From an optimization exercise on the open Yosys and OpenROAD flow, aimed at small area, a short achievable clock period and few clock cycles; shortcuts taken in it are not production practice.
Where RTL was checked, it was by simulation tests only, not by an equivalence proof against the original.
For runs 1 and 3 to 9, only the layout was checked, not whether the RTL still works.
Power figures rest on the tool's default switching activity, not on a simulated workload.

## design.v

```verilog
module L1_cache
(
	input clk,
	input rst,
	input [31:0] mem_address, mem_wdata,
	input logic mem_read, mem_write,
	input [3:0] mem_byte_enable,
	output [31:0] mem_rdata,
	output logic mem_resp,
	input logic pmem_resp,
	input [255:0] pmem_rdata,
	output pmem_read, pmem_write,
	output logic [31:0] pmem_address,
	output [255:0] pmem_wdata
);
logic [255:0] line;
logic [26:0] tag;
logic valid, dirty;
logic [7:0] wsel;      
logic [3:0] wbe;       
logic [31:0] rdata_q;  
logic [3:0] s, o;
wire req     = mem_read | mem_write;
wire cidle   = ~(s[3] | s[1] | s[0]);
wire hit     = valid & (tag == mem_address[31:5]);
wire st_done = s[1] & (|wbe);       
function automatic logic [3:0] next(input logic [3:0] q, input logic rq,
	input logic ht, input logic dn, input logic pr);
	logic rd, wr, rs, pd, cidle, miss, rd_start;
	{rd, wr, rs, pd} = q;
	cidle = ~(rd | rs | pd);
	miss = cidle & rq & ~ht;
	rd_start = (miss & ~dn) | (pd & wr & pr);
	next[3] = rd ? ~pr : rd_start;
	next[2] = wr ? ~pr : (~rd & dn);
	next[1] = (cidle & rq & ht) | (rd & pr);
	next[0] = pd ? ~(wr & pr) : (miss & dn);
endfunction
wire dirty_n = st_done | (dirty & ~(s[2] & pmem_resp));
always_ff @(posedge clk) begin
	if (rst) begin
		s <= 4'b0;
		o <= 4'b0;
		valid <= 1'b0;
		dirty <= 1'b0;
	end else begin
		s <= next(s, req, hit, dirty_n, pmem_resp);
		o <= next(o, req, hit, dirty_n, pmem_resp);
		dirty <= dirty_n;
		if (s[3] & pmem_resp) valid <= 1'b1;
		else if (cidle & ~req & ~dirty_n) valid <= 1'b0;
	end
end
assign pmem_read    = o[3];
assign pmem_write   = o[2];
assign mem_resp     = o[1];
assign pmem_address = {tag, 5'b0};
assign pmem_wdata   = line;
assign mem_rdata    = rdata_q;
always_ff @(posedge clk) begin
	if (cidle) begin
		for (int w = 0; w < 8; w++)
			wsel[w] <= (mem_address[4:2] == 3'(w));
		wbe <= mem_write ? mem_byte_enable : 4'b0;
	end
	if ((cidle & ~dirty_n) | (s[0] & s[2] & pmem_resp))
		tag <= mem_address[31:5];
end
logic [255:0] line_d;
always_comb begin
	for (int k = 0; k < 32; k++) begin
		logic m, f, h;
		m = wsel[k / 4] & wbe[k % 4] & (s[3] | s[1]);
		f = s[3] & ~m;
		h = ~s[3] & ~m;
		line_d[8*k +: 8] = ({8{m}} & mem_wdata[8*(k%4) +: 8])
		                 | ({8{f}} & pmem_rdata[8*k +: 8])
		                 | ({8{h}} & line[8*k +: 8]);
	end
end
always_ff @(posedge clk)
	line <= line_d;
logic [7:0] rsel;
logic [31:0] rdata_d;
always_comb begin
	for (int w = 0; w < 8; w++)
		rsel[w] = cidle ? (mem_address[4:2] == 3'(w)) : wsel[w];
	rdata_d = '0;
	for (int w = 0; w < 8; w++)
		rdata_d = rdata_d | ({32{rsel[w]}} & line_d[32*w +: 32]);
end
always_ff @(posedge clk)
	rdata_q <= rdata_d;
endmodule
```

## flow/run.sh

```bash
#!/bin/bash
# Standard layout, with plain buffers on the ports and timing repair aimed at
# a larger setup margin. The whole ORFS output goes to standard_flow.log.
set -euo pipefail
bash standard.sh "BUFFER_PORTS_ARGS=-buffer_cell sky130_fd_sc_hd__buf_1" SETUP_SLACK_MARGIN=6.9 finish > standard_flow.log 2>&1
```

## standard.sh

```bash
#!/bin/bash
# synth_recipe.tcl (not shown) runs the flow's synth.tcl, then flattens the netlist and writes it again
# the make line also repeats each setting of config.mk as NAME=value (left out here)
make -C /OpenROAD-flow-scripts/flow DESIGN_CONFIG=/design/flow/config.mk WORK_HOME=/design/flow/orfs CLKGATE_MAP_FILE= SYNTH_SCRIPT=/design/flow/synth_recipe.tcl "${@:-finish}"
```

## config.mk

```make
export PLATFORM = sky130hd
export DESIGN_NAME = L1_cache
export DESIGN_NICKNAME = L1_cache
export VERILOG_FILES = /design/flow/design.v
export SDC_FILE = /design/flow/constraint.sdc
export NUM_CORES = 4
export LEC_CHECK = 0
export ABC_AREA = 1
export CAP_MARGIN = 20
export CORE_AREA = 4 4 226 226
export DIE_AREA = 0 0 230 230
export PLACE_DENSITY = 0.6
export SLEW_MARGIN = 20
```

## constraint.sdc

```tcl
create_clock -name core_clock -period 10.0 [get_ports {clk}]
set_input_delay 2.0000 -clock core_clock [delete_from_list [all_inputs] [get_ports {clk}]]
set_output_delay 2.0000 -clock core_clock [all_outputs]
set_load 0.01 [all_outputs]
```

==> results.json, run 1 <==
{
  "cts_sinks": 337,
  "pwr-share-seq": 0.366,
  "clock-root-buffer": "clkbuf_16",
  "path_depth": 1,
  "portBuffers": 644,
  "holdBufCountCts": 0,
  "final_nets": 3239,
  "grt_max_degree": 36,
  "p_sw_mw": 2.43,
  "final_layout_size_suffix_gt1_frac": 0.156,
  "criticalPathCategory": "flip-flop to output port",
  "routed_via_density": 4.78,
  "min_path_type": "flip-flop to flip-flop",
  "fin_crit_ps": 3120,
  "antenna_found_initial": 5,
  "syn_inst": 2242,
  "first_iter_violations": 1040,
  "clkTransAtPathRegs_ps": 60,
  "place_inst": 3493,
  "p_sw_frac": 0.391,
  "core_um2": 48800,
  "crit_family": "flip-flops",
  "reg2reg_to": "rdata_q[1]",
  "route.vias.total": 17200,
  "worst_slack_ps": 6880,
  "reg2reg_depth": 12,
  "routed_wirelength_mm": 71.1,
  "highest_layer": "met5",
  "status": "finished clean",
  "pin_count": 652,
  "die_y_um": 230,
  "slowest_stage": "edfxtp_1",
  "finalNonFillerCells": 3607,
  "required_ps": 8000,
  "insertion_delay_ps": 550,
  "fmax_ghz": 0.320,
  "period_share": 0.312,
  "p_leak_nw": 9.71,
  "crit_chain": "clkbuf_2",
  "route.met3.wl_mm": 5.77,
  "drc": 0,
  "ir_drop_uv": 155,
  "drv_cap": 0,
  "gr-usage-all-layers": 0.255,
  "cp-end-kind": "output port",
  "grt_pass1_wl_mm": 103,
  "pwr_density_cell_nw_per_um2": 305,
  "p_clk_frac": 0.268,
  "syn_to_final_growth_pct": 36.1,
  "worstPathMaxFanout": 3,
  "cts_made_buffers": 41,
  "hold_violations": 0,
  "layout_commonest_cell": "nand2_1",
  "synth_seq_area_share": 0.470,
  "worst-path-buf-inv": 1,
  "grt_overflow_total": 0,
  "synth_seq_cells": 337,
  "place_ws_ps": 6130,
  "hp-start": "line[93]",
  "final_cell_mix": "nand2_1 (1267), buf_1 (415), dfxtp_1 (270)",
  "p_int_mw": 3.79,
  "start_util": 0.307,
  "wl_per_cell_um": 19.7,
  "dieArea_um2": 52900,
  "die_w_um": 230,
  "power.total_mw": 6.22,
  "hpwl_mm": 54.3,
  "finalMaxSlewViolations": 0,
  "avgSynthCellArea_um2": 6.69,
  "dr.pass1.iters": 5,
  "slew_headroom": 0.492,
  "rsz0062_at_grt": "yes",
  "num_rows": 81,
  "setup_viol": 0,
  "cts_tree": "done",
  "gp_congestion": 0.930,
  "htreeDepth": 2,
  "fin_tns_setup_ps": 0,
  "syn_area_um2": 15000,
  "r2r_start": "s[3]",
  "grt_pass1_vias": 16600,
  "yosysWarnings": 1,
  "worst_hold_slack_ps": 478,
  "hold_depth": 2,
  "rrSetupSlack_ps": 7000,
  "hold_end": "line[93]",
  "met2_length_mm": 33.7,
  "worstMarginPinSlew_ps": 758,
  "max_stage_delay_ps": 420,
  "clk_path_buf_depth": 3,
  "cp.arrival_ps": 1120,
  "fin_skew_ps": 24.0,
  "synth_cell_type_count": 29,
  "combPwrFrac": 0.365,
  "postRouteAntennaNets": 0,
  "met1_length_mm": 29.7,
  "critPathLaunchType": "flip-flop"
}
[cell usage after synthesis (all sizes together)]
library cell | count | area share
edfxtp | 31 | 0.062
nand4 | 8 | 0.0033
nor3 | 2 | 0.00067
buf | 51 | 0.015
nand3 | 266 | 0.089
xor2 | 3 | 0.0018
a22oi | 1 | 0.00050
a21oi | 9 | 0.0030
nor4 | 1 | 0.00042
dfxtp | 306 | 0.41
xnor2 | 4 | 0.0023
nand2 | 1278 | 0.32
inv | 75 | 0.019
conb | 1 | 0.00025
nor2 | 175 | 0.061
o21ai | 11 | 0.0054
o21a | 1 | 0.00050
clkbuf | 19 | 0.0048
[timing repair]
item / CTS / global route
buffers inserted: 24 / 12
gates resized for setup: 184 / 117
endpoints found under the setup margin: 257 / 146
pin swaps: 2 / 1
gates cloned: 2 / 0
[registers in the layout, indices dropped and copies added (netlist names)]
| register | flops |
|---|---|
| dirty | 1 |
| line | 256 |
| o | 4 |
| rdata_q | 32 |
| s | 4 |
| tag | 27 |
| valid | 1 |
| wbe | 4 |
| wsel | 8 |
[logic make-up after synthesis]
family                 Yosys count  share of synthesized area
AO/OA/AOI/OAI                   22                    0.00942
flip-flops                     337                      0.470
buffers and inverters          145                     0.0390
XOR/XNOR                         7                    0.00409
other                            1                   0.000250
AND/OR/NAND/NOR               1730                      0.477
[metal layers]
metal	vias to the layer above	GRT usage
met5	-	0
met4	8	0.0709
met3	118	0.0575
met2	736	0.428
met1	8019	0.330
li1	8362	-
[worst max path at each step]
stage	startpoint	to
global route	tag[5]	pmem_address[10]
detailed placement	pmem_resp	tag[10]
global placement	pmem_resp	tag[2]
finish	tag[5]	pmem_address[10]
floorplan	pmem_resp	tag[0]
CTS	tag[5]	pmem_address[10]
[cell type report]
| type | count | area, um^2 |
|---|---|---|
| Clock inverter | 17 | 267 |
| Tap cell | 664 | 831 |
| Sequential cell | 337 | 7100 |
| Inverter | 75 | 289 |
| Timing Repair Buffer | 689 | 3160 |
| Multi-Input combinational cell | 1766 | 7510 |
| Clock buffer | 57 | 1250 |
| Antenna cell | 2 | 5.00 |
| Fill cell | 5361 | 28400 |
[per-stage QoR]
| step | util | cell area, um^2 |
|---|---|---|
| floorplan | - | 15000 |
| global placement | 0.371 | 18100 |
| detailed placement | 0.371 | 18100 |
| CTS | 0.412 | 20100 |
| global route | 0.418 | 20400 |
| finish | 0.418 | 20400 |
[power groups by stage]
stage / combinational [mW] / sequential [mW] / clock, mW
2_1_floorplan: 0.891 / 2.49 / 0
3_3_place_gp: 2.07 / 2.28 / 0
3_5_place_dp: 2.07 / 2.28 / 0
4_1_cts: 2.21 / 2.26 / 1.70
5_1_grt: 2.48 / 2.33 / 1.75
6_report: 2.27 / 2.28 / 1.67
==> run 2: changes to the inputs <==
--- a/design.v
+++ b/design.v
@@ -22,5 +22,4 @@
 logic [3:0] s, o;
 wire req     = mem_read | mem_write;
-wire cidle   = ~(s[3] | s[1] | s[0]);
 wire hit     = valid & (tag == mem_address[31:5]);
 wire st_done = s[1] & (|wbe);       
@@ -49,5 +48,4 @@
 		dirty <= dirty_n;
 		if (s[3] & pmem_resp) valid <= 1'b1;
-		else if (cidle & ~req & ~dirty_n) valid <= 1'b0;
 	end
 end
@@ -58,4 +56,5 @@
 assign pmem_wdata   = line;
 assign mem_rdata    = rdata_q;
+wire cidle = ~(s[3] | s[1] | s[0]);
 always_ff @(posedge clk) begin
 	if (cidle) begin
@@ -64,5 +63,5 @@
 		wbe <= mem_write ? mem_byte_enable : 4'b0;
 	end
-	if ((cidle & ~dirty_n) | (s[0] & s[2] & pmem_resp))
+	if ((cidle & req & ~dirty_n) | (s[0] & s[2] & pmem_resp))
 		tag <= mem_address[31:5];
 end
==> run 2 against run 1 <==
- still clean on timing, DRC and antenna
- maximum frequency up 0.51%
- via count down 0.81%
- utilization down 0.21 points
- setup slack better by 16 ps
- critical path type unchanged
- largest power group unchanged
==> results.json, run 2 <==
{
  "postLayoutCoreUtil": 0.416,
  "fillers": 5299,
  "final_layout_size_suffix_gt1_frac": 0.159,
  "top_register": "line",
  "clkTransAtPathRegs_ps": 60,
  "criticalPathCategory": "flip-flop to output port",
  "fin_tns_setup_ps": 0,
  "critPathLaunchType": "flip-flop",
  "grt_overflow_total": 0,
  "final_cell_mix": "nand2_1 (1264), buf_1 (438), dfxtp_1 (276)",
  "first_iter_violations": 1101,
  "wl_per_cell_um": 19.7,
  "rsz0062_at_grt": "yes",
  "cp.arrival_ps": 1110,
  "synth_most_common_cell": "nand2_1",
  "pwr-share-seq": 0.387,
  "layout_commonest_cell": "nand2_1",
  "p_sw_frac": 0.410,
  "required_ps": 8000,
  "syn_inst": 2240,
  "setup_viol": 0,
  "multiInputGateArea_um2": 7760,
  "synth_seq_area_share": 0.462,
  "grt_max_degree": 26,
  "finalMaxSlewViolations": 0,
  "routed_via_density": 4.75,
  "synth_seq_cells": 337,
  "syn_to_final_growth_pct": 32.9,
  "dieArea_um2": 52900,
  "status": "finished clean",
  "slew_headroom": 0.399,
  "combPwrFrac": 0.384,
  "place_ws_ps": 5900,
  "dr.pass1.iters": 5,
  "num_rows": 81,
  "synth_top_cell_by_area": "dfxtp_1",
  "insertion_delay_ps": 550,
  "antenna_found_initial": 2,
  "worst_hold_slack_ps": 465,
  "routed_wirelength_mm": 71.0,
  "p_int_mw": 3.48,
  "grt_pass1_vias": 16200,
  "grt_pass1_wl_mm": 102,
  "hold_violations": 0,
  "cts_sinks": 337,
  "clock-root-buffer": "clkbuf_16",
  "ir_drop_uv": 145,
  "place_inst": 3491,
  "cts_tree": "done",
  "finalNonFillerCells": 3603,
  "holdBufCountCts": 0,
  "crit_chain": "clkbuf_2",
  "cts_made_buffers": 39,
  "synth_edf_count": 31,
  "route.vias.total": 17100,
  "drc": 0,
  "fin_skew_ps": 18.1,
  "p_clk_frac": 0.229,
  "p_leak_nw": 9.69,
  "pin_count": 652,
  "worst_slack_ps": 6890,
  "clk_path_buf_depth": 3,
  "gp_congestion": 0.946,
  "ys_top_cells_by_area": "dfxtp_1 (40%), nand2_1 (31%), nand3_1 (8.7%)",
  "yosysTopAreaCellShare": 0.401,
  "fmax_ghz": 0.322,
  "cp-end-kind": "output port",
  "syn_area_um2": 15300,
  "yosysWarnings": 1,
  "portBuffers": 644,
  "worst-path-buf-inv": 1,
  "register_area_um2": 7100,
  "avgSynthCellArea_um2": 6.82,
  "top_regs": "line (256), rdata_q (32), tag (27)",
  "slowest_stage": "edfxtp_1",
  "fin_crit_ps": 3110,
  "htreeDepth": 2,
  "synth_async_sr_flop_share": 0,
  "p_sw_mw": 2.42,
  "drv_cap": 0,
  "min_path_type": "flip-flop to flip-flop",
  "worstPathMaxFanout": 3,
  "final_nets": 3240,
  "ys.flop_type": "dfxtp_1",
  "crit_family": "flip-flops",
  "die_w_um": 230,
  "period_share": 0.311,
  "pwr_density_cell_nw_per_um2": 290,
  "gr-usage-all-layers": 0.254,
  "max_stage_delay_ps": 410,
  "largest_register_ffs": 256,
  "synth_cell_type_count": 30,
  "worstMarginPinSlew_ps": 898,
  "core_um2": 48800,
  "synth_common_cells": "nand2_1 (1265), dfxtp_1 (306), nand3_1 (265), nor2_1 (81), inv_1 (70)",
  "start_util": 0.313,
  "die_y_um": 230,
  "postRouteAntennaNets": 0,
  "hpwl_mm": 54.0
}
run 2: changes by cell type after synthesis, moves of 4 or more:
cell,previous run,this run
buf_2,10,21
clkbuf_1,19,7
nand2_1,1269,1265
nor2_1,124,81
nor2_2,24,47
nor2_4,27,40
nor2_8,0,8
o21ai_1,1,7
o21ai_2,7,1
run 2: layout make-up:
| cell class | instances | share of cell area |
|---|---|---|
| tap | 664 | 0.0409 |
| clock buffer | 54 | 0.0538 |
| inverter | 74 | 0.0139 |
| antenna | 1 | 0.000123 |
| multi-input combinational | 1763 | 0.382 |
| clock inverter | 14 | 0.00382 |
| sequential | 337 | 0.349 |
| timing repair buffer | 696 | 0.156 |
run 2: power groups by stage:
stage	sequential, mW	combinational, mW	clock, mW
floorplan	2.48	0.922	0
global placement	2.30	2.07	0
detailed placement	2.30	2.07	0
CTS	2.26	2.21	1.36
global route	2.33	2.47	1.43
finish	2.28	2.26	1.35
run 2: worst paths after layout:
kind,from,endpoint,slack (ps),depth (start not counted)
max,tag[22],pmem_address[27],6890,1
min,valid,valid,460,2
max reg2reg,s[3],rdata_q[3],7160,11
min reg2reg,valid,valid,460,2
run 2: routing by layer:
layer | wire length (um) | GRT usage
met4 | 2320 | 0.0898
met3 | 5460 | 0.0509
met1 | 29100 | 0.317
met2 | 34100 | 0.436
met5 | 19 | 0
run 2: per-stage QoR:
step	total power [mW]	area (um^2)
after floorplan	3.40	15300
after global placement	4.38	18400
after detailed placement	4.37	18400
after CTS	5.84	20100
after global routing	6.23	20300
final	5.89	20300
run 2: cells by family (layout without fill, tap and decap cells):
kind of cell,count (synthesis),count (layout),synth area share
xor+xnor,7,7,0.00401
compound gates,22,23,0.00761
buf+inv,145,838,0.0399
other cells,1,6,0.000245
flops,337,337,0.462
simple gates,1728,1728,0.486
run 2: what timing repair did:
action                                  CTS  global route
setup buffers                            31            11
gates resized for setup                 138           117
cloned                                    1             0
pin swaps                                 6             0
endpoints found under the setup margin  209           120
Testbench counts of run 2, summed over its fixed seeds: cycles 139,757.
==> run 3: changes to the inputs <==
--- a/design.v
+++ b/design.v
@@ -22,4 +22,5 @@
 logic [3:0] s, o;
 wire req     = mem_read | mem_write;
+wire cidle   = ~(s[3] | s[1] | s[0]);
 wire hit     = valid & (tag == mem_address[31:5]);
 wire st_done = s[1] & (|wbe);       
@@ -48,4 +49,5 @@
 		dirty <= dirty_n;
 		if (s[3] & pmem_resp) valid <= 1'b1;
+		else if (cidle & ~req & ~dirty_n) valid <= 1'b0;
 	end
 end
@@ -56,5 +58,4 @@
 assign pmem_wdata   = line;
 assign mem_rdata    = rdata_q;
-wire cidle = ~(s[3] | s[1] | s[0]);
 always_ff @(posedge clk) begin
 	if (cidle) begin
@@ -63,5 +64,5 @@
 		wbe <= mem_write ? mem_byte_enable : 4'b0;
 	end
-	if ((cidle & req & ~dirty_n) | (s[0] & s[2] & pmem_resp))
+	if ((cidle & ~dirty_n) | (s[0] & s[2] & pmem_resp))
 		tag <= mem_address[31:5];
 end
==> flow/run.sh (replaced) <==
#!/bin/bash
# Standard layout, with plain buffers on the ports, a clock tree without
# dummy loads and timing repair aimed at a larger setup margin. The whole
# ORFS output goes to standard_flow.log.
set -euo pipefail
bash standard.sh "BUFFER_PORTS_ARGS=-buffer_cell sky130_fd_sc_hd__buf_1" \
  "CTS_ARGS=-sink_clustering_enable -repair_clock_nets -dont_use_dummy_load -buf_list sky130_fd_sc_hd__clkbuf_8 -root_buf sky130_fd_sc_hd__clkbuf_16" \
  SETUP_SLACK_MARGIN=6.9 finish > standard_flow.log 2>&1
==> run 3 against run 2 <==
- still clean
- routed wire length hardly changed
- critical path depth stayed put
- non-clock buffer count down 9
- maximum frequency decreased by 0.16%
- clock skew increased by 17 ps
- global-route usage up 0.14 points
- cell area shrank 3.4%
- setup slack got worse by 4.9 ps
- cell count decreased by 0.33%
- combinational power decreased by 2%
- highest routed layer unchanged
==> results.json, run 3 <==
{
  "status": "finished clean",
  "final_nets": 3256,
  "dr.pass1.iters": 6,
  "crit_family": "flip-flops",
  "finalMaxSlewViolations": 0,
  "wl_per_cell_um": 19.8,
  "synth_seq_cells": 337,
  "largest_register_ffs": 256,
  "fillers": 5466,
  "reg2reg_to": "rdata_q[1]",
  "worst_slack_ps": 6890,
  "clock-root-buffer": "clkbuf_16",
  "yosysWarnings": 1,
  "slowest_stage": "edfxtp_1",
  "synth_common_cells": "nand2_1 (1269), dfxtp_1 (306), nand3_1 (266), nor2_1 (124), inv_1 (71)",
  "route.vias.total": 17300,
  "top_regs": "line (256), rdata_q (32), tag (27)",
  "cp.arrival_ps": 1110,
  "num_rows": 81,
  "dieArea_um2": 52900,
  "fin_area_um2": 19600,
  "synth_async_sr_flop_share": 0,
  "synth_edf_count": 31,
  "fin_crit_ps": 3110,
  "final_layout_size_suffix_gt1_frac": 0.123,
  "synth_seq_area_share": 0.470,
  "pin_count": 652,
  "cts_tree": "done",
  "first_iter_violations": 1143,
  "portBuffers": 644,
  "worstMarginPinSlew_ps": 787,
  "insertion_delay_ps": 540,
  "clk_path_buf_depth": 3,
  "yosysTopAreaCellShare": 0.408,
  "synth_top_cell_by_area": "dfxtp_1",
  "gp_congestion": 0.930,
  "fin_skew_ps": 34.8,
  "hold_end": "line[93]",
  "htreeDepth": 2,
  "routed_wirelength_mm": 71.0,
  "cts_sinks": 337,
  "r2r_start": "s[3]",
  "ys_top_cells_by_area": "dfxtp_1 (41%), nand2_1 (32%), nand3_1 (8.9%)",
  "die_y_um": 230,
  "power.total_mw": 5.61,
  "place_ws_ps": 6130,
  "cts_made_buffers": 60,
  "criticalPathCategory": "flip-flop to output port",
  "cp-end-kind": "output port",
  "grt_pass1_wl_mm": 104,
  "worst-path-buf-inv": 1,
  "hold_depth": 2,
  "fmax_ghz": 0.322,
  "rrSetupSlack_ps": 7030,
  "postRouteAntennaNets": 0,
  "grt_pass1_vias": 16600,
  "reg2reg_depth": 12,
  "ir_drop_uv": 125,
  "hold_violations": 0,
  "syn_area_um2": 15000,
  "drc": 0,
  "place_inst": 3493,
  "synth_most_common_cell": "nand2_1",
  "start_util": 0.307,
  "rsz0062_at_grt": "yes",
  "drv_cap": 0,
  "top_register": "line",
  "clkTransAtPathRegs_ps": 60,
  "synth_cell_type_count": 29,
  "layout_commonest_cell": "nand2_1",
  "worstPathMaxFanout": 3,
  "grt_overflow_total": 0,
  "gr-usage-all-layers": 0.255,
  "fin_tns_setup_ps": 0,
  "ys.flop_type": "dfxtp_1",
  "max_stage_delay_ps": 420,
  "routed_via_density": 4.81,
  "setup_viol": 0,
  "period_share": 0.311,
  "slew_headroom": 0.473,
  "antenna_found_initial": 6,
  "syn_to_final_growth_pct": 30.8,
  "critPathLaunchType": "flip-flop",
  "pwr_density_cell_nw_per_um2": 286,
  "p_leak_nw": 9.20,
  "die_w_um": 230,
  "final_cell_mix": "nand2_1 (1267), buf_1 (479), dfxtp_1 (294)",
  "grt_max_degree": 36,
  "avgSynthCellArea_um2": 6.69,
  "dpl_cell_area_um2": 18100,
  "core_um2": 48800,
  "holdBufCountCts": 0,
  "crit_chain": "buf_6",
  "finalNonFillerCells": 3591,
  "hpwl_mm": 54.3,
  "min_path_type": "flip-flop to flip-flop",
  "required_ps": 8000,
  "syn_inst": 2242,
  "hp-start": "line[93]"
}
## run 3: cell types whose count changed in the layout (fill, tap and decap cells not counted), sizes merged
cell / delta
xnor2: -1
nand2: +3
xor2: +1
clkinv: -12
inv: -1
nor3: -1
clkbuf: -33
o21ai: -1
nand3: +1
buf: +30
o21a: +1
diode: +1
## run 3: logic make-up after synthesis
group | count (synthesis) | synth area share
AOI/OAI and AO/OA | 22 | 0.00942
xor gates and xnor gates | 7 | 0.00409
buffers and inverters | 145 | 0.0390
DFF | 337 | 0.470
other | 1 | 0.000250
and+or+nand+nor | 1730 | 0.477
## run 3: cell type report
| cell class | instances | area (um^2) | share of cell area |
|---|---|---|---|
| multi-input cells | 1766 | 7520 | 0.383 |
| flip-flops and latches | 337 | 7070 | 0.360 |
| repair buffers | 687 | 3030 | 0.154 |
| clock buffers | 60 | 882 | 0.0449 |
| well taps | 664 | 831 | 0.0423 |
| inverters | 75 | 294 | 0.0150 |
| diodes | 2 | 5.00 | 0.000255 |
## run 3: what timing repair did
action / CTS / global route
cloned: 2 / 0
setup buffers: 21 / 13
resized for setup: 138 / 67
pin swaps: 3 / 2
endpoints found under the setup margin: 219 / 107
## run 3: metal layers
metal | up-vias | wire length [um] | GRT usage
met3 | 132 | 5920 | 0.0560
met4 | 10 | 2080 | 0.0790
li1 | 8362 | - | -
met5 | - | 71 | 0
met1 | 7970 | 29300 | 0.328
met2 | 785 | 33600 | 0.429
## run 3: worst min-delay path, delay by kind of cell (launching register included)
kind          cells  cell delay, ps
simple gates      2             120
flops             1             320
## run 3: where the power goes
part           leakage (nW)  switching [mW]  internal [mW]
registers              2.88           0.319           1.95
clock network         0.457           0.546          0.573
logic                  5.86            1.49          0.729
total                  9.20            2.35           3.25
## run 3: per-stage QoR
step | hold WS [ps] | util
2_1_floorplan | 440 | -
3_3_place_gp | 466 | 0.371
3_5_place_dp | 466 | 0.371
4_1_cts | 478 | 0.397
5_1_grt | 500 | 0.402
6_report | 477 | 0.402
## run 3: worst max path at each step
stage	start	endpoint	slack [ps]	cells past startpoint
after detailed placement	pmem_resp	tag[10]	6130	5
after global routing	tag[5]	pmem_address[10]	6830	1
after global placement	pmem_resp	tag[2]	6090	5
after floorplan	pmem_resp	tag[0]	6700	4
after CTS	tag[5]	pmem_address[10]	6840	1
final	tag[13]	pmem_address[18]	6890	1
==> run 4: changes to the inputs <==
--- a/config.mk
+++ b/config.mk
@@ -10,4 +10,4 @@
 export CORE_AREA = 4 4 226 226
 export DIE_AREA = 0 0 230 230
-export PLACE_DENSITY = 0.6
+export PLACE_DENSITY = 0.45
 export SLEW_MARGIN = 20
==> run 4 against run 3 <==
- setup slack improved by 3.8 ps
- synthesized cell count is the same
- register-to-register slack better by 190 ps
- combinational power about the same
- area after synthesis unchanged
- global-route usage rose by 0.88 points
- flip-flop and latch count unchanged
- via count fell by 0.43%
- cell count up 0.11%
- sequential power about the same
- first-iteration DRC count shrank 3.9%
- sequential share of layout area down 0.28 points
==> results.json, run 4 <==
{
  "drv_cap": 0,
  "synth_edf_count": 31,
  "fin_tns_setup_ps": 0,
  "hold_violations": 0,
  "postRouteAntennaNets": 0,
  "rrSetupSlack_ps": 7220,
  "hpwl_mm": 57.4,
  "crit_family": "flip-flops",
  "worstMarginPinSlew_ps": 774,
  "status": "finished clean",
  "min_path_type": "flip-flop to flip-flop",
  "fin_skew_ps": 24.4,
  "p_sw_mw": 2.38,
  "insertion_delay_ps": 540,
  "yosysTopAreaCellShare": 0.408,
  "rsz0062_at_grt": "yes",
  "cts_tree": "done",
  "synth_seq_area_share": 0.470,
  "synth_cell_type_count": 29,
  "setup_viol": 0,
  "grt_pass1_vias": 16600,
  "gr-usage-all-layers": 0.264,
  "die_w_um": 230,
  "route.vias.total": 17200,
  "core_um2": 48800,
  "register_area_um2": 7080,
  "syn_inst": 2242,
  "pwr_density_cell_nw_per_um2": 290,
  "required_ps": 8000,
  "cp.arrival_ps": 1110,
  "routed_via_density": 4.78,
  "fmax_ghz": 0.322,
  "portBuffers": 644,
  "p_sw_frac": 0.415,
  "period_share": 0.311,
  "place_ws_ps": 6040,
  "multiInputGateArea_um2": 7500,
  "p_int_mw": 3.35,
  "avgSynthCellArea_um2": 6.69,
  "grt_overflow_total": 0,
  "cp-endpoint": "pmem_address[14]",
  "met1_length_mm": 30.8,
  "worst-path-buf-inv": 1,
  "critPathLaunchType": "flip-flop",
  "syn_to_final_growth_pct": 31.9,
  "yosysWarnings": 1,
  "top_register": "line",
  "max_stage_delay_ps": 410,
  "slowest_stage": "edfxtp_1",
  "worst_slack_ps": 6890,
  "slew_headroom": 0.482,
  "synth_async_sr_flop_share": 0,
  "final_nets": 3258,
  "synth_top_cell_by_area": "dfxtp_1",
  "pin_count": 652,
  "reg2reg_to": "rdata_q[16]",
  "synth_most_common_cell": "nand2_1",
  "dr.pass1.iters": 5,
  "first_iter_violations": 1098,
  "syn_area_um2": 15000,
  "synth_common_cells": "nand2_1 (1269), dfxtp_1 (306), nand3_1 (266), nor2_1 (124), inv_1 (71)",
  "met2_length_mm": 35.2,
  "final_cell_mix": "nand2_1 (1268), buf_1 (469), dfxtp_1 (292)",
  "reg2reg_depth": 11,
  "ir_drop_uv": 114,
  "grt_max_degree": 36,
  "synth_seq_cells": 337,
  "path_depth": 1,
  "crit_chain": "clkbuf_2",
  "combPwrFrac": 0.389,
  "grt_pass1_wl_mm": 106,
  "cp-end-kind": "output port",
  "cts_sinks": 337,
  "routed_wirelength_mm": 73.4,
  "final_layout_size_suffix_gt1_frac": 0.127,
  "cts_made_buffers": 66,
  "critPathLaunch": "tag[9]",
  "largest_register_ffs": 256,
  "highest_layer": "met5",
  "p_leak_nw": 9.29,
  "gp_congestion": 0.893,
  "holdBufCountCts": 0,
  "criticalPathCategory": "flip-flop to output port",
  "die_y_um": 230,
  "layout_commonest_cell": "nand2_1",
  "antenna_found_initial": 7,
  "fin_crit_ps": 3110,
  "dieArea_um2": 52900,
  "r2r_start": "s[3]",
  "ys_top_cells_by_area": "dfxtp_1 (41%), nand2_1 (32%), nand3_1 (8.9%)",
  "num_rows": 81,
  "clkTransAtPathRegs_ps": 50,
  "pwr-share-seq": 0.397,
  "top_regs": "line (256), rdata_q (32), tag (27)",
  "clk_path_buf_depth": 3,
  "p_clk_frac": 0.214,
  "start_util": 0.307,
  "finalMaxSlewViolations": 0,
  "clock-root-buffer": "clkbuf_16",
  "drc": 0,
  "fillers": 5448,
  "route.met3.wl_mm": 5.33,
  "wl_per_cell_um": 20.4,
  "ys.flop_type": "dfxtp_1",
  "worstPathMaxFanout": 3,
  "htreeDepth": 3
}
-- run 4: cell count changes in the layout (fill, tap and decap cells not counted), moves of 2 or more --
cell | before | now
buf_2 | 103 | 117
buf_1 | 479 | 469
clkbuf_2 | 51 | 45
buf_16 | 0 | 4
clkbuf_16 | 5 | 9
buf_4 | 45 | 42
nor2_2 | 21 | 24
nor2_4 | 32 | 29
buf_6 | 6 | 4
dfxtp_1 | 294 | 292
diode_2 | 2 | 4
-- run 4: per-layer routing --
metal  vias to the layer above  GRT usage
met1                      8068      0.331
met3                       122     0.0649
met4                         6     0.0871
li1                       8371          -
met5                         -          0
met2                       617      0.445
-- run 4: through the flow --
stage	instance area, um^2	utilization	total power [mW]	hold slack, ps	instances
6_report	19800	0.405	5.73	480	3595
5_1_grt	19800	0.405	6.10	513	3595
2_1_floorplan	15000	-	3.38	440	2246
3_3_place_gp	18100	0.370	4.36	465	3488
4_1_cts	19600	0.401	5.75	478	3579
3_5_place_dp	18200	0.372	4.38	467	3492
-- run 4: kinds of logic (layout without fill, tap and decap cells) --
group,after synthesis,count (layout),share of synthesized area
AND/OR/NAND/NOR,1730,1731,0.477
XOR/XNOR,7,7,0.00409
AO/OA/AOI/OAI,22,23,0.00942
other,1,9,0.000250
flip-flops,337,337,0.470
buffers and inverters,145,824,0.0390
-- run 4: final cells by class --
cell class              count  area share
inverters                  75      0.0145
well taps                 664      0.0420
flip-flops and latches    337       0.358
diodes                      4    0.000506
repair buffers            683       0.156
multi-input cells        1766       0.379
clock buffers              66      0.0510
-- run 4: power groups by stage --
stage | logic (mW) | clock network (mW) | registers, mW
final | 2.23 | 1.22 | 2.28
after global routing | 2.45 | 1.32 | 2.33
after CTS | 2.21 | 1.27 | 2.27
after detailed placement | 2.09 | 0 | 2.30
after global placement | 2.07 | 0 | 2.29
after floorplan | 0.891 | 0 | 2.49
-- run 4: worst min-delay path by stage --
stage	from	endpoint	slack [ps]	cells past startpoint
2_1_floorplan	valid	valid	440	2
3_3_place_gp	line[49]	line[49]	460	2
3_5_place_dp	line[181]	line[181]	470	2
4_1_cts	line[181]	line[181]	480	2
5_1_grt	line[148]	line[148]	510	2
6_report	line[181]	line[181]	480	2
-- run 4: worst min-delay path: cells and delay by family, from the launching register on --
family           cells  cell delay [ps]
flip-flops           1              320
AND/OR/NAND/NOR      2              120
-- run 4: what timing repair did --
action / in CTS / in global routing
gates resized for setup: 152 / 56
setup buffers: 19 / 12
gates cloned: 2 / 0
endpoints found under the setup margin: 271 / 85
pin swaps: 2 / 1
==> run 5: changes to the inputs <==
--- a/flow/run.sh
+++ b/flow/run.sh
@@ -6,3 +6,3 @@
 bash standard.sh "BUFFER_PORTS_ARGS=-buffer_cell sky130_fd_sc_hd__buf_1" \
   "CTS_ARGS=-sink_clustering_enable -repair_clock_nets -dont_use_dummy_load -buf_list sky130_fd_sc_hd__clkbuf_8 -root_buf sky130_fd_sc_hd__clkbuf_16" \
-  SETUP_SLACK_MARGIN=6.9 finish > standard_flow.log 2>&1
+  SETUP_SLACK_MARGIN=7.0 finish > standard_flow.log 2>&1
--- a/config.mk
+++ b/config.mk
@@ -10,4 +10,4 @@
 export CORE_AREA = 4 4 226 226
 export DIE_AREA = 0 0 230 230
-export PLACE_DENSITY = 0.45
+export PLACE_DENSITY = 0.6
 export SLEW_MARGIN = 20
==> run 5 against run 4 <==
- combinational power increased by 31%
- cell count increased by 0.72%
- total power increased by 14%
- still clean on timing, DRC and antenna
- flip-flop and latch count unchanged
==> results.json, run 5 <==
{
  "combPwrFrac": 0.447,
  "synth_seq_area_share": 0.470,
  "clk_path_buf_depth": 3,
  "top_regs": "line (256), rdata_q (32), tag (27)",
  "finalMaxSlewViolations": 0,
  "clock-root-buffer": "clkbuf_16",
  "highest_layer": "met5",
  "route.vias.total": 17600,
  "die_y_um": 230,
  "met1_length_mm": 29.2,
  "slew_headroom": 0.502,
  "min_path_type": "flip-flop to flip-flop",
  "largest_register_ffs": 256,
  "crit_chain": "clkbuf_2",
  "dr.pass1.iters": 5,
  "fin_area_um2": 22100,
  "ys_top_cells_by_area": "dfxtp_1 (41%), nand2_1 (32%), nand3_1 (8.9%)",
  "drc": 0,
  "clkTransAtPathRegs_ps": 60,
  "period_share": 0.312,
  "worstMarginPinSlew_ps": 745,
  "grt_pass1_vias": 17200,
  "holdBufCountCts": 0,
  "insertion_delay_ps": 540,
  "gp_congestion": 0.930,
  "syn_to_final_growth_pct": 47.5,
  "cts_tree": "done",
  "grt_max_degree": 36,
  "syn_area_um2": 15000,
  "pwr-share-seq": 0.381,
  "layout_commonest_cell": "nand2_1",
  "ys.flop_type": "dfxtp_1",
  "status": "finished clean",
  "worst-path-buf-inv": 1,
  "yosysTopAreaCellShare": 0.408,
  "start_util": 0.307,
  "criticalPathCategory": "flip-flop to output port",
  "num_rows": 81,
  "critPathLaunchType": "flip-flop",
  "p_leak_nw": 10.3,
  "slowest_stage": "edfxtp_1",
  "final_cell_mix": "nand2_1 (1267), buf_1 (326), buf_6 (285)",
  "dieArea_um2": 52900,
  "p_sw_frac": 0.382,
  "postRouteAntennaNets": 0,
  "synth_edf_count": 31,
  "p_sw_mw": 2.49,
  "antenna_found_initial": 9,
  "crit_family": "flip-flops",
  "cp-end-kind": "output port",
  "wl_per_cell_um": 20.0,
  "rrSetupSlack_ps": 7020,
  "met2_length_mm": 34.5,
  "synth_common_cells": "nand2_1 (1269), dfxtp_1 (306), nand3_1 (266), nor2_1 (124), inv_1 (71)",
  "required_ps": 8000,
  "synth_async_sr_flop_share": 0,
  "top_register": "line",
  "ir_drop_uv": 148,
  "hold_violations": 0,
  "grt_pass1_wl_mm": 106,
  "gr-usage-all-layers": 0.261,
  "synth_most_common_cell": "nand2_1",
  "yosysWarnings": 1,
  "routed_wirelength_mm": 72.5,
  "cts_sinks": 337,
  "route.met3.wl_mm": 6.29,
  "drv_cap": 0,
  "pwr_density_cell_nw_per_um2": 295,
  "portBuffers": 644,
  "die_w_um": 230,
  "grt_overflow_total": 0,
  "fin_skew_ps": 33.6,
  "synth_top_cell_by_area": "dfxtp_1",
  "final_nets": 3283,
  "core_um2": 48800,
  "fmax_ghz": 0.321,
  "cts_made_buffers": 60,
  "fin_crit_ps": 3120,
  "cp.arrival_ps": 1120,
  "avgSynthCellArea_um2": 6.69,
  "fin_tns_setup_ps": 0,
  "htreeDepth": 2,
  "max_stage_delay_ps": 420,
  "dpl_cell_area_um2": 18100,
  "p_int_mw": 4.03,
  "setup_viol": 0,
  "syn_inst": 2242,
  "worstPathMaxFanout": 3,
  "synth_cell_type_count": 29,
  "synth_seq_cells": 337,
  "final_layout_size_suffix_gt1_frac": 0.275,
  "worst_hold_slack_ps": 483,
  "first_iter_violations": 1269,
  "pin_count": 652,
  "rsz0062_at_grt": "yes",
  "routed_via_density": 4.85,
  "p_clk_frac": 0.172,
  "hpwl_mm": 54.3
}
-- run 5: cell types whose count changed in the layout (fill, tap and decap cells not counted), sizes merged --
cell | before | now
diode | 4 | 5
clkbuf | 111 | 77
buf | 638 | 697
-- run 5: path summary, 6_finish.rpt --
path	from	end	cells past startpoint
setup / recovery	tag[5]	pmem_address[10]	1
hold / removal	line[93]	line[93]	2
setup reg to reg	s[3]	rdata_q[1]	12
hold reg to reg	line[93]	line[93]	2
-- run 5: per-layer routing --
metal	GRT usage	vias up
li1	-	8411
met1	0.330	8174
met2	0.441	827
met3	0.0590	154
met4	0.0894	10
met5	0	-
-- run 5: power groups by stage --
stage / logic [mW] / registers [mW] / clock network [mW]
6_report: 2.92 / 2.49 / 1.12
5_1_grt: 3.13 / 2.54 / 1.21
4_1_cts: 2.83 / 2.46 / 1.15
3_5_place_dp: 2.07 / 2.28 / 0
3_3_place_gp: 2.07 / 2.28 / 0
2_1_floorplan: 0.891 / 2.49 / 0
-- run 5: cell type report --
type                    instances  area, um^2
diodes                          5        12.5
clock buffers                  60         882
fillers                      5073       26700
inverters                      75         294
multi-input cells            1766        7540
flip-flops and latches        337        7430
well taps                     664         831
repair buffers                714        5150
-- run 5: what timing repair did --
item                                    4_1_cts  5_1_grt
buffers inserted                             39       22
gates resized for setup                     909       61
endpoints found under the setup margin      412      323
pin swaps                                     3        1
gates cloned                                  2        0
-- run 5: through the flow --
| step | power, mW | util | std cells | setup slack, ps |
|---|---|---|---|---|
| 3_3_place_gp | 4.35 | 0.371 | 3493 | 6090 |
| 5_1_grt | 6.88 | 0.453 | 3618 | 6830 |
| 3_5_place_dp | 4.35 | 0.371 | 3493 | 6130 |
| 6_report | 6.52 | 0.453 | 3621 | 6880 |
| 2_1_floorplan | 3.38 | - | 2246 | 6700 |
| 4_1_cts | 6.44 | 0.445 | 3594 | 6840 |
-- run 5: cells by family (layout without fill, tap and decap cells) --
logic type / count (synthesis) / count (layout) / share of synthesized area
xor gates and xnor gates: 7 / 7 / 0.00409
other: 1 / 10 / 0.000250
and+or+nand+nor: 1730 / 1731 / 0.477
buffers and inverters: 145 / 849 / 0.0390
AOI/OAI and AO/OA: 22 / 23 / 0.00942
DFF: 337 / 337 / 0.470
==> run 6: changes to the inputs <==
==> flow/run.sh (replaced) <==
#!/bin/bash
# Standard layout, with plain buffers on the ports, a clock tree without
# dummy loads and timing repair aimed at a larger setup margin. The whole
# ORFS output goes to standard_flow.log.
set -euo pipefail
bash standard.sh "BUFFER_PORTS_ARGS=-buffer_cell sky130_fd_sc_hd__buf_1" \
  "CTS_ARGS=-sink_clustering_enable -repair_clock_nets -dont_use_dummy_load" \
  SETUP_SLACK_MARGIN=6.9 finish > standard_flow.log 2>&1
==> run 6 against run 5 <==
- maximum frequency up 0.13%
- die area stayed put
- worst hold slack got worse by 3.5 ps
- cell count is 1.3% lower
- routed wire length shrank 2.2%
- critical path depth unchanged
- utilization down 4.7 points
- setup slack gained 4.2 ps
- sequential share of layout area up 2.1 points
- flip-flop and latch count did not move
- via count shrank 2.0%
- critical endpoint unchanged
- largest power group is now sequential cells
==> results.json, run 6 <==
{
  "layout_commonest_cell": "nand2_1",
  "portBuffers": 644,
  "drv_cap": 0,
  "gp_congestion": 0.930,
  "finalMaxSlewViolations": 0,
  "route.vias.total": 17200,
  "start_util": 0.307,
  "syn_to_final_growth_pct": 32.1,
  "drc": 0,
  "synth_most_common_cell": "nand2_1",
  "antenna_found_initial": 6,
  "ys_top_cells_by_area": "dfxtp_1 (41%), nand2_1 (32%), nand3_1 (8.9%)",
  "postRouteAntennaNets": 0,
  "synth_cell_type_count": 29,
  "worst-path-buf-inv": 1,
  "crit_family": "flip-flops",
  "yosysTopAreaCellShare": 0.408,
  "reg2reg_depth": 12,
  "die_w_um": 230,
  "first_iter_violations": 1076,
  "fmax_ghz": 0.321,
  "cp-end-kind": "output port",
  "top_register": "line",
  "fin_crit_ps": 3110,
  "pwr_density_cell_nw_per_um2": 291,
  "worstMarginPinSlew_ps": 778,
  "clock-root-buffer": "clkbuf_16",
  "slowest_stage": "edfxtp_1",
  "dr.pass1.iters": 6,
  "fin_skew_ps": 39.6,
  "synth_seq_cells": 337,
  "grt_pass1_vias": 16400,
  "rsz0062_at_grt": "yes",
  "worstPathMaxFanout": 3,
  "synth_edf_count": 31,
  "syn_area_um2": 15000,
  "fin_tns_setup_ps": 0,
  "crit_chain": "clkbuf_2",
  "worst_slack_ps": 6890,
  "insertion_delay_ps": 550,
  "required_ps": 8000,
  "grt_max_degree": 36,
  "gr-usage-all-layers": 0.255,
  "synth_seq_area_share": 0.470,
  "avgSynthCellArea_um2": 6.69,
  "clk_path_buf_depth": 3,
  "top_regs": "line (256), rdata_q (32), tag (27)",
  "cts_made_buffers": 41,
  "cp.arrival_ps": 1110,
  "min_path_type": "flip-flop to flip-flop",
  "die_y_um": 230,
  "slew_headroom": 0.479,
  "hpwl_mm": 54.3,
  "cts_sinks": 337,
  "routed_via_density": 4.82,
  "hold_violations": 0,
  "period_share": 0.311,
  "synth_async_sr_flop_share": 0,
  "final_nets": 3239,
  "critPathLaunchType": "flip-flop",
  "pin_count": 652,
  "grt_pass1_wl_mm": 103,
  "final_cell_mix": "nand2_1 (1267), buf_1 (465), dfxtp_1 (289)",
  "clkTransAtPathRegs_ps": 60,
  "ys.flop_type": "dfxtp_1",
  "final_layout_size_suffix_gt1_frac": 0.125,
  "dieArea_um2": 52900,
  "core_um2": 48800,
  "max_stage_delay_ps": 420,
  "p_leak_nw": 9.30,
  "criticalPathCategory": "flip-flop to output port",
  "routed_wirelength_mm": 70.9,
  "setup_viol": 0,
  "fillers": 5417,
  "synth_common_cells": "nand2_1 (1269), dfxtp_1 (306), nand3_1 (266), nor2_1 (124), inv_1 (71)",
  "wl_per_cell_um": 19.8,
  "num_rows": 81,
  "cts_tree": "done",
  "status": "finished clean",
  "hold_depth": 2,
  "path_depth": 1,
  "largest_register_ffs": 256,
  "ir_drop_uv": 142,
  "synth_top_cell_by_area": "dfxtp_1",
  "place_ws_ps": 6130,
  "htreeDepth": 2,
  "syn_inst": 2242,
  "grt_overflow_total": 0,
  "yosysWarnings": 1
}
run 6: logic make-up after synthesis:
logic type	after synthesis	synth area share
AND/OR/NAND/NOR	1730	0.477
flip-flops	337	0.470
buffers and inverters	145	0.0390
AO/OA/AOI/OAI	22	0.00942
XOR/XNOR	7	0.00409
other	1	0.000250
run 6: final cells by class:
type,instances,area [um^2],share of cell area
Tap cell,664,831,0.0419
Clock buffer,41,1030,0.0518
Inverter,75,289,0.0146
Sequential cell,337,7080,0.357
Antenna cell,1,2.50,0.000126
Multi-Input combinational cell,1766,7510,0.379
Timing Repair Buffer,689,3080,0.155
run 6: stage by stage:
stage                     utilization  hold WS [ps]  total power [mW]  cell area, um^2  instances
final                           0.406           479              5.77            19800       3573
after global routing            0.406           499              6.12            19800       3572
after CTS                       0.400           476              5.74            19600       3559
after detailed placement        0.371           466              4.35            18100       3493
after global placement          0.371           466              4.35            18100       3493
after floorplan                     -           440              3.38            15000       2246
run 6: path summary, 6_finish.rpt:
| kind | from | endpoint | slack [ps] |
|---|---|---|---|
| worst max-delay path | tag[5] | pmem_address[10] | 6890 |
| worst min-delay path | line[93] | line[93] | 480 |
| worst max register to register | s[3] | rdata_q[1] | 7030 |
| worst min register to register | line[93] | line[93] | 480 |
run 6: per-layer routing:
metal,up-vias,GRT usage,share of wire
met1,7981,0.329,0.41
met3,116,0.0581,0.085
met4,10,0.0707,0.025
li1,8335,-,-
met2,775,0.428,0.47
met5,-,0,0.00097
run 6: power by group:
group	total, mW	internal, mW	switching (mW)
logic	2.24	0.744	1.50
registers	2.27	1.95	0.318
clock network	1.27	0.717	0.549
total	5.77	3.41	2.36
run 6: timing repair:
item,in CTS,in global routing
gates cloned,2,0
pin swaps,2,2
gates resized for setup,142,83
hold endpoints to repair,0,0
endpoints found under the setup margin,224,130
hold buffers,0,0
setup buffers,23,13
==> run 7: changes to the inputs <==
--- a/flow/run.sh
+++ b/flow/run.sh
@@ -5,4 +5,4 @@
 set -euo pipefail
 bash standard.sh "BUFFER_PORTS_ARGS=-buffer_cell sky130_fd_sc_hd__buf_1" \
-  "CTS_ARGS=-sink_clustering_enable -repair_clock_nets -dont_use_dummy_load" \
+  "CTS_ARGS=-sink_clustering_enable -repair_clock_nets -dont_use_dummy_load -buf_list sky130_fd_sc_hd__clkbuf_8 -root_buf sky130_fd_sc_hd__clkbuf_16 -sink_clustering_size 16 -sink_clustering_max_diameter 60" \
   SETUP_SLACK_MARGIN=6.9 finish > standard_flow.log 2>&1
==> run 7 against run 6 <==
- area after synthesis unchanged
- total power decreased by 7.9%
- cell area decreased by 3.0%
- setup slack got worse by 17 ps
- sequential power about the same
- critical path depth unchanged
- highest routed layer unchanged
- largest power group unchanged
- worst hold slack improved by 4.1 ps
- critical path type unchanged
- flip-flop and latch count unchanged
==> results.json, run 7 <==
{
  "synth_cell_type_count": 29,
  "fillers": 5502,
  "fmax_ghz": 0.319,
  "cts_tree": "done",
  "pin_count": 652,
  "grt_overflow_total": 0,
  "postRouteAntennaNets": 0,
  "critPathLaunchType": "flip-flop",
  "routed_via_density": 4.79,
  "antenna_found_initial": 7,
  "synth_seq_area_share": 0.470,
  "slowest_stage": "edfxtp_1",
  "hold_violations": 0,
  "criticalPathCategory": "flip-flop to output port",
  "min_path_type": "flip-flop to flip-flop",
  "final_cell_mix": "nand2_1 (1267), buf_1 (481), dfxtp_1 (276)",
  "top_register": "line",
  "portBuffers": 644,
  "path_depth": 1,
  "holdBufCountCts": 0,
  "ys_top_cells_by_area": "dfxtp_1 (41%), nand2_1 (32%), nand3_1 (8.9%)",
  "largest_register_ffs": 256,
  "reg2reg_depth": 12,
  "gr-usage-all-layers": 0.253,
  "period_share": 0.313,
  "syn_area_um2": 15000,
  "clock-root-buffer": "clkbuf_16",
  "cts_sinks": 337,
  "p_sw_mw": 2.30,
  "worst-path-buf-inv": 1,
  "clk_path_buf_depth": 3,
  "yosysWarnings": 1,
  "start_util": 0.307,
  "worst_slack_ps": 6870,
  "slew_headroom": 0.481,
  "grt_pass1_wl_mm": 103,
  "cts_made_buffers": 34,
  "power.total_mw": 5.32,
  "p_clk_frac": 0.157,
  "gp_congestion": 0.930,
  "cp.arrival_ps": 1130,
  "crit_chain": "buf_6",
  "layout_commonest_cell": "nand2_1",
  "setup_viol": 0,
  "dieArea_um2": 52900,
  "synth_common_cells": "nand2_1 (1269), dfxtp_1 (306), nand3_1 (266), nor2_1 (124), inv_1 (71)",
  "die_y_um": 230,
  "pwr_density_cell_nw_per_um2": 277,
  "pwr-share-seq": 0.427,
  "wl_per_cell_um": 19.8,
  "first_iter_violations": 1236,
  "drc": 0,
  "syn_to_final_growth_pct": 28.1,
  "status": "finished clean",
  "die_w_um": 230,
  "route.vias.total": 17100,
  "cp-endpoint": "pmem_address[18]",
  "yosysTopAreaCellShare": 0.408,
  "htreeDepth": 2,
  "worst_hold_slack_ps": 483,
  "place_ws_ps": 6130,
  "worstMarginPinSlew_ps": 775,
  "crit_family": "flip-flops",
  "grt_max_degree": 36,
  "ir_drop_uv": 149,
  "insertion_delay_ps": 530,
  "fin_skew_ps": 50.3,
  "routed_wirelength_mm": 70.4,
  "required_ps": 8000,
  "syn_inst": 2242,
  "avgSynthCellArea_um2": 6.69,
  "finalMaxSlewViolations": 0,
  "synth_seq_cells": 337,
  "critPathLaunch": "tag[13]",
  "core_um2": 48800,
  "dr.pass1.iters": 5,
  "p_sw_frac": 0.432,
  "fin_tns_setup_ps": 0,
  "p_int_mw": 3.02,
  "rsz0062_at_grt": "yes",
  "rrSetupSlack_ps": 7050,
  "final_nets": 3225,
  "hpwl_mm": 54.3,
  "reg2reg_to": "rdata_q[14]",
  "synth_most_common_cell": "nand2_1",
  "cp-end-kind": "output port",
  "drv_cap": 0,
  "final_layout_size_suffix_gt1_frac": 0.120,
  "p_leak_nw": 8.97,
  "top_regs": "line (256), rdata_q (32), tag (27)",
  "synth_async_sr_flop_share": 0,
  "grt_pass1_vias": 16300,
  "fin_crit_ps": 3130,
  "clkTransAtPathRegs_ps": 110,
  "max_stage_delay_ps": 440,
  "worstPathMaxFanout": 3,
  "combPwrFrac": 0.416,
  "synth_edf_count": 31,
  "num_rows": 81,
  "r2r_start": "s[3]",
  "ys.flop_type": "dfxtp_1",
  "synth_top_cell_by_area": "dfxtp_1"
}
==> run 7: cell counts after synthesis <==
Identical to the previous run, type by type.
==> run 7: power by group through the flow <==
| stage | Clock [mW] | Combinational (mW) | Sequential (mW) |
|---|---|---|---|
| floorplan | 0 | 0.891 | 2.49 |
| global placement | 0 | 2.07 | 2.28 |
| detailed placement | 0 | 2.07 | 2.28 |
| CTS | 0.859 | 2.15 | 2.26 |
| global route | 0.911 | 2.41 | 2.33 |
| finish | 0.836 | 2.21 | 2.27 |
==> run 7: timing repair <==
action	4_1_cts	5_1_grt
gates cloned	2	0
pin swaps	3	3
setup buffers	15	14
endpoints found under the setup margin	183	138
resized for setup	103	111
==> run 7: final cells by class <==
class / count / area, um^2 / area share
multi-input combinational: 1766 / 7500 / 0.390
sequential: 337 / 7090 / 0.369
timing repair buffer: 682 / 2970 / 0.155
tap: 664 / 831 / 0.0432
clock buffer: 34 / 524 / 0.0273
inverter: 75 / 287 / 0.0149
antenna: 3 / 7.51 / 0.000391
==> run 7: worst min-delay path by stage <==
stage               cells past startpoint   endpoint  slack [ps]  startpoint
global route                            2   line[77]         500    line[77]
detailed placement                      2   line[93]         470    line[93]
finish                                  2  line[171]         480   line[171]
floorplan                               2      valid         440       valid
CTS                                     2  line[171]         480   line[171]
global placement                        2   line[93]         470    line[93]
==> run 7: per-layer routing <==
| layer | wire, um | track usage | vias to the layer above |
|---|---|---|---|
| li1 | - | - | 8296 |
| met1 | 29400 | 0.329 | 7943 |
| met2 | 33600 | 0.428 | 712 |
| met3 | 5830 | 0.0581 | 96 |
| met4 | 1500 | 0.0582 | 10 |
| met5 | 78 | 0 | - |
==> run 7: cell families (layout without fill, tap and decap cells) <==
kind of cell,Yosys count,after routing,share of synthesized area
flip-flops,337,337,0.470
buffers and inverters,145,791,0.0390
other,1,8,0.000250
AND/OR/NAND/NOR,1730,1731,0.477
XOR/XNOR,7,7,0.00409
AO/OA/AOI/OAI,22,23,0.00942
==> run 7: metrics by stage <==
step / cells / utilization / instance area, um^2
floorplan: 2246 / - / 15000
global placement: 3493 / 0.371 / 18100
detailed placement: 3493 / 0.371 / 18100
CTS: 3544 / 0.388 / 18900
global route: 3559 / 0.393 / 19200
finish: 3561 / 0.393 / 19200
==> run 8: changes to the inputs <==
--- a/flow/run.sh
+++ b/flow/run.sh
@@ -6,3 +6,3 @@
 bash standard.sh "BUFFER_PORTS_ARGS=-buffer_cell sky130_fd_sc_hd__buf_1" \
   "CTS_ARGS=-sink_clustering_enable -repair_clock_nets -dont_use_dummy_load -buf_list sky130_fd_sc_hd__clkbuf_8 -root_buf sky130_fd_sc_hd__clkbuf_16 -sink_clustering_size 16 -sink_clustering_max_diameter 60" \
-  SETUP_SLACK_MARGIN=6.9 finish > standard_flow.log 2>&1
+  SETUP_SLACK_MARGIN=6.85 finish > standard_flow.log 2>&1
==> run 8 against run 7 <==
- maximum frequency is 1.1% lower
- critical path depth grew 8
- clock-buffer cell count unchanged
- cell count decreased by 0.56%
- utilization is 0.81 points lower
- setup slack got worse by 35 ps
- global-route usage down 0.076 points
- non-clock buffer count shrank 20
- via count is 0.81% lower
- area after synthesis unchanged
- combinational power is 5% lower
- largest cell class unchanged
==> results.json, run 8 <==
{
  "status": "finished clean",
  "cp-end-kind": "flip-flop",
  "layout_commonest_cell": "nand2_1",
  "reg2reg_to": "rdata_q[14]",
  "fmax_ghz": 0.316,
  "antenna_found_initial": 7,
  "synth_common_cells": "nand2_1 (1269), dfxtp_1 (306), nand3_1 (266), nor2_1 (124), inv_1 (71)",
  "criticalPathCategory": "input pin to flip-flop",
  "avgSynthCellArea_um2": 6.69,
  "r2r_start": "s[3]",
  "postRouteAntennaNets": 0,
  "ys_top_cells_by_area": "dfxtp_1 (41%), nand2_1 (32%), nand3_1 (8.9%)",
  "worstPathMaxFanout": 24,
  "yosysTopAreaCellShare": 0.408,
  "p_leak_nw": 8.44,
  "worst_hold_slack_ps": 483,
  "insertion_delay_ps": 530,
  "clk_path_buf_depth": 3,
  "synth_edf_count": 31,
  "grt_max_degree": 36,
  "dieArea_um2": 52900,
  "portBuffers": 644,
  "synth_async_sr_flop_share": 0,
  "grt_overflow_total": 0,
  "syn_inst": 2242,
  "route.vias.total": 16900,
  "dpl_cell_area_um2": 18100,
  "finalMaxSlewViolations": 0,
  "grt.busiest_layer": "met2",
  "period_share": 0.317,
  "final_layout_size_suffix_gt1_frac": 0.0571,
  "core_um2": 48800,
  "cts_tree": "done",
  "fin_area_um2": 18800,
  "synth_seq_area_share": 0.470,
  "pwr_density_cell_nw_per_um2": 277,
  "slew_headroom": 0.475,
  "fin_tns_setup_ps": 0,
  "final_cell_mix": "nand2_1 (1268), buf_1 (615), dfxtp_1 (301)",
  "grt_util_met2": 0.426,
  "top_regs": "line (256), rdata_q (32), tag (27)",
  "num_rows": 81,
  "die_y_um": 230,
  "setup_viol": 0,
  "hold_depth": 2,
  "synth_seq_cells": 337,
  "cts_made_buffers": 34,
  "synth_top_cell_by_area": "dfxtp_1",
  "hold_violations": 0,
  "routed_via_density": 4.78,
  "critPathLaunchType": "input pin",
  "grt_pass1_vias": 16200,
  "dr.pass1.iters": 7,
  "postLayoutCoreUtil": 0.385,
  "syn_area_um2": 15000,
  "cts_sinks": 337,
  "worst_slack_ps": 6830,
  "routed_wirelength_mm": 70.3,
  "hp-start": "line[171]",
  "place_ws_ps": 6130,
  "gr-usage-all-layers": 0.252,
  "syn_to_final_growth_pct": 25.5,
  "synth_most_common_cell": "nand2_1",
  "htreeDepth": 2,
  "yosysWarnings": 1,
  "synth_cell_type_count": 29,
  "top_register": "line",
  "worstMarginPinSlew_ps": 784,
  "start_util": 0.307,
  "min_path_type": "flip-flop to flip-flop",
  "ys.flop_type": "dfxtp_1",
  "first_iter_violations": 1154,
  "required_ps": 10380,
  "largest_register_ffs": 256,
  "drv_cap": 0,
  "die_w_um": 230,
  "fin_crit_ps": 3170,
  "hold_end": "line[171]",
  "final_nets": 3205,
  "pin_count": 652,
  "grtUsageMet3": 0.0567,
  "ir_drop_uv": 144,
  "rsz0062_at_grt": "yes",
  "gp_congestion": 0.930,
  "hpwl_mm": 54.3,
  "rrSetupSlack_ps": 6880,
  "clkTransAtPathRegs_ps": 90,
  "grt_pass1_wl_mm": 102,
  "met1_usage": 0.329,
  "clock-root-buffer": "clkbuf_16",
  "drc": 0,
  "reg2reg_depth": 12,
  "fin_skew_ps": 50.7,
  "wl_per_cell_um": 19.8,
  "cp.arrival_ps": 3550
}
-- run 8: changes by cell type in the layout (fill, tap and decap cells not counted), sizes merged --
cell	previous run	this run
clkbuf	116	53
buf	600	643
-- run 8: worst max-delay path by stage --
stage              startpoint          endpoint  cells after the start
2_1_floorplan       pmem_resp            tag[0]                      4
3_3_place_gp        pmem_resp            tag[2]                      5
4_1_cts               tag[13]  pmem_address[18]                      1
3_5_place_dp        pmem_resp           tag[10]                      5
5_1_grt                  s[3]       rdata_q[14]                     12
6_report       mem_address[3]        rdata_q[1]                      9
-- run 8: worst max-delay path, cell delays in order --
cell	delay, ps
buf_1	180
inv_1	120
nand4_1	150
o21ai_4	150
buf_4	320
nand2_1	130
nand2_1	60
nor2_1	300
nand2_1	110
-- run 8: metal layers --
layer | vias to the layer above | routed length (um)
li1 | 8260 | -
met2 | 757 | 33500
met1 | 7801 | 29400
met5 | - | 78
met4 | 10 | 1420
met3 | 91 | 5910
-- run 8: final cells by class --
type / instances / area, um^2
Inverter: 75 / 287
Tap cell: 664 / 831
Timing Repair Buffer: 662 / 2620
Fill cell: 5547 / 30000
Clock buffer: 34 / 524
Antenna cell: 3 / 7.51
Sequential cell: 337 / 7060
Multi-Input combinational cell: 1766 / 7500
-- run 8: where the power goes --
| group | switching, mW | internal [mW] | total (mW) |
|---|---|---|---|
| Clock | 0.485 | 0.351 | 0.837 |
| Combinational | 1.48 | 0.632 | 2.11 |
| Sequential | 0.324 | 1.94 | 2.27 |
| Total | 2.29 | 2.92 | 5.21 |
-- run 8: timing repair --
action                     4_1_cts  5_1_grt
hold buffers                     0        0
pin swaps                        2        2
setup endpoints to repair       91       45
setup buffers                    2        7
gates resized for setup         22       19
cloned                           2        0
-- run 8: cell families after synthesis --
kind of cell              synth area share
and+or+nand+nor                      0.477
buffers and inverters               0.0390
DFF                                  0.470
other                             0.000250
AOI/OAI and AO/OA                  0.00942
xor gates and xnor gates           0.00409
-- run 8: stage by stage --
step           total power [mW]  instances
6_report                   5.21       3541
5_1_grt                    5.55       3539
4_1_cts                    5.22       3531
3_5_place_dp               4.35       3493
3_3_place_gp               4.35       3493
2_1_floorplan              3.38       2246
==> run 9: changes to the inputs <==
--- a/flow/run.sh
+++ b/flow/run.sh
@@ -6,3 +6,3 @@
 bash standard.sh "BUFFER_PORTS_ARGS=-buffer_cell sky130_fd_sc_hd__buf_1" \
   "CTS_ARGS=-sink_clustering_enable -repair_clock_nets -dont_use_dummy_load -buf_list sky130_fd_sc_hd__clkbuf_8 -root_buf sky130_fd_sc_hd__clkbuf_16 -sink_clustering_size 16 -sink_clustering_max_diameter 60" \
-  SETUP_SLACK_MARGIN=6.85 finish > standard_flow.log 2>&1
+  SETUP_SLACK_MARGIN=6.8 finish > standard_flow.log 2>&1
==> run 9 against run 8 <==
- sequential share of layout area increased by 0.22 points
- flip-flop and latch count unchanged
- non-clock buffer count fell by 9
==> results.json, run 9 <==
{
  "status": "finished clean",
  "grt_overflow_total": 0,
  "criticalPathCategory": "input pin to flip-flop",
  "fin_skew_ps": 52.5,
  "hold_depth": 2,
  "drc": 0,
  "avgSynthCellArea_um2": 6.69,
  "crit_top_cell": "nand2_1",
  "layout_commonest_cell": "nand2_1",
  "insertion_delay_ps": 530,
  "routed_via_density": 4.79,
  "register_area_um2": 7060,
  "worst_hold_slack_ps": 484,
  "hpwl_mm": 54.3,
  "postRouteAntennaNets": 0,
  "portBuffers": 644,
  "dr.pass1.iters": 6,
  "pwr_density_cell_nw_per_um2": 277,
  "first_iter_violations": 1158,
  "max_stage_delay_ps": 310,
  "antenna_found_initial": 7,
  "synth_async_sr_flop_share": 0,
  "cts_setup_buffers": 0,
  "synth_seq_cells": 337,
  "die_y_um": 230,
  "grt_max_degree": 36,
  "routed_wirelength_mm": 70.2,
  "synth_edf_count": 31,
  "hold_violations": 0,
  "rsz0062_at_grt": "yes",
  "die_w_um": 230,
  "period_share": 0.316,
  "final_layout_size_suffix_gt1_frac": 0.0436,
  "place_inst": 3493,
  "cts_tree": "done",
  "syn_to_final_growth_pct": 24.6,
  "crit_chain": "buf_1 -> inv_1 -> nand4_1 -> o21ai_4 -> buf_4 -> nand2_1 -> nand2_1 -> nor2_1 -> nand2_1",
  "min_path_type": "flip-flop to flip-flop",
  "top_regs": "line (256), rdata_q (32), tag (27)",
  "synth_top_cell_by_area": "dfxtp_1",
  "gp_congestion": 0.930,
  "cp-end-kind": "flip-flop",
  "fmax_ghz": 0.316,
  "worstMarginPinSlew_ps": 761,
  "grt_pass1_wl_mm": 102,
  "synth_seq_area_share": 0.470,
  "worst-path-buf-inv": 3,
  "clkTransAtPathRegs_ps": 90,
  "route.vias.total": 16900,
  "final_cell_mix": "nand2_1 (1268), buf_1 (641), dfxtp_1 (305)",
  "critPathLaunchType": "input pin",
  "setup_viol": 0,
  "worstPathMaxFanout": 24,
  "synth_most_common_cell": "nand2_1",
  "clock-root-buffer": "clkbuf_16",
  "final_nets": 3196,
  "htreeDepth": 2,
  "syn_inst": 2242,
  "ir_drop_uv": 142,
  "num_rows": 81,
  "cp.arrival_ps": 3540,
  "multiInputGateArea_um2": 7500,
  "pin_count": 652,
  "synth_common_cells": "nand2_1 (1269), dfxtp_1 (306), nand3_1 (266), nor2_1 (124), inv_1 (71)",
  "fillers": 5559,
  "ys_top_cells_by_area": "dfxtp_1 (41%), nand2_1 (32%), nand3_1 (8.9%)",
  "required_ps": 10380,
  "fin_tns_setup_ps": 0,
  "grt_pass1_vias": 16200,
  "top_register": "line",
  "reg2reg_depth": 12,
  "fin_crit_ps": 3160,
  "gr-usage-all-layers": 0.252,
  "finalNonFillerCells": 3532,
  "syn_area_um2": 15000,
  "clk_path_buf_depth": 3,
  "dieArea_um2": 52900,
  "cts_sinks": 337,
  "core_um2": 48800,
  "wl_per_cell_um": 19.9,
  "largest_register_ffs": 256,
  "crit_family": "simple AND/OR/NAND/NOR gates",
  "cts_made_buffers": 34,
  "finalMaxSlewViolations": 0,
  "slew_headroom": 0.491,
  "synth_cell_type_count": 29,
  "drv_cap": 0,
  "p_leak_nw": 8.31,
  "start_util": 0.307,
  "slowest_stage": "buf_4",
  "yosysWarnings": 1,
  "yosysTopAreaCellShare": 0.408,
  "path_depth": 9,
  "ys.flop_type": "dfxtp_1"
}
==> run 9: cell families (layout without fill, tap and decap cells) <==
logic type / after synthesis / count (layout) / share of synthesized area
AOI/OAI and AO/OA: 22 / 23 / 0.00942
xor gates and xnor gates: 7 / 7 / 0.00409
buffers and inverters: 145 / 762 / 0.0390
DFF: 337 / 337 / 0.470
other: 1 / 8 / 0.000250
and+or+nand+nor: 1730 / 1731 / 0.477
==> run 9: worst paths after layout <==
kind                                startpoint           to  slack, ps
worst min-delay path                 line[171]    line[171]        480
worst max register to register            s[3]  rdata_q[14]       6920
worst max-delay path            mem_address[3]   rdata_q[1]       6840
worst min register to register       line[171]    line[171]        480
==> run 9: per-layer routing <==
metal  GRT usage  vias to the layer above  part of all wire
li1            -                     8243                 -
met5           0                        -            0.0011
met1       0.329                     7875              0.42
met2       0.426                      709              0.48
met4      0.0584                       10             0.020
met3      0.0569                       87             0.080
==> run 9: repair_timing <==
action | 4_1_cts | 5_1_grt
hold buffers | 0 | 0
resized for setup | 6 | 3
endpoints found under the setup margin | 67 | 9
pin swaps | 2 | 0
cloned | 2 | 0
==> run 9: cell type report <==
cell class	instances	share of cell area
multi-input cells	1766	0.401
clock buffers	34	0.0280
flip-flops and latches	337	0.377
repair buffers	653	0.133
inverters	75	0.0153
well taps	664	0.0444
diodes	3	0.000401
==> run 9: metrics by stage <==
stage | worst slack [ps] | power [mW] | instance area, um^2 | util
floorplan | 6700 | 3.38 | 15000 | -
global placement | 6090 | 4.35 | 18100 | 0.371
detailed placement | 6130 | 4.35 | 18100 | 0.371
CTS | 6810 | 5.21 | 18700 | 0.383
global route | 6740 | 5.52 | 18700 | 0.383
finish | 6840 | 5.19 | 18700 | 0.383
==> run 9: tightest hold or removal path: cells and delay by family, from the launching register on <==
kind             cells  cell delay (ps)
flip-flops           1              320
AND/OR/NAND/NOR      2              130
==> run 9: power by group <==
group / total [mW] / internal (mW) / switching [mW] / leakage, nW
logic: 2.08 / 0.608 / 1.48 / 5.16
registers: 2.27 / 1.94 / 0.326 / 2.88
clock network: 0.837 / 0.351 / 0.486 / 0.270
total: 5.19 / 2.90 / 2.29 / 8.31

Check on run 9: ideal ports give 6.837 ns setup slack; a clkbuf_16 on the clock port and buf_2 on the inputs give 6.790 ns; moving port delays by the midpoint clock arrival (0.566 ns) as well gives 6.255 ns.
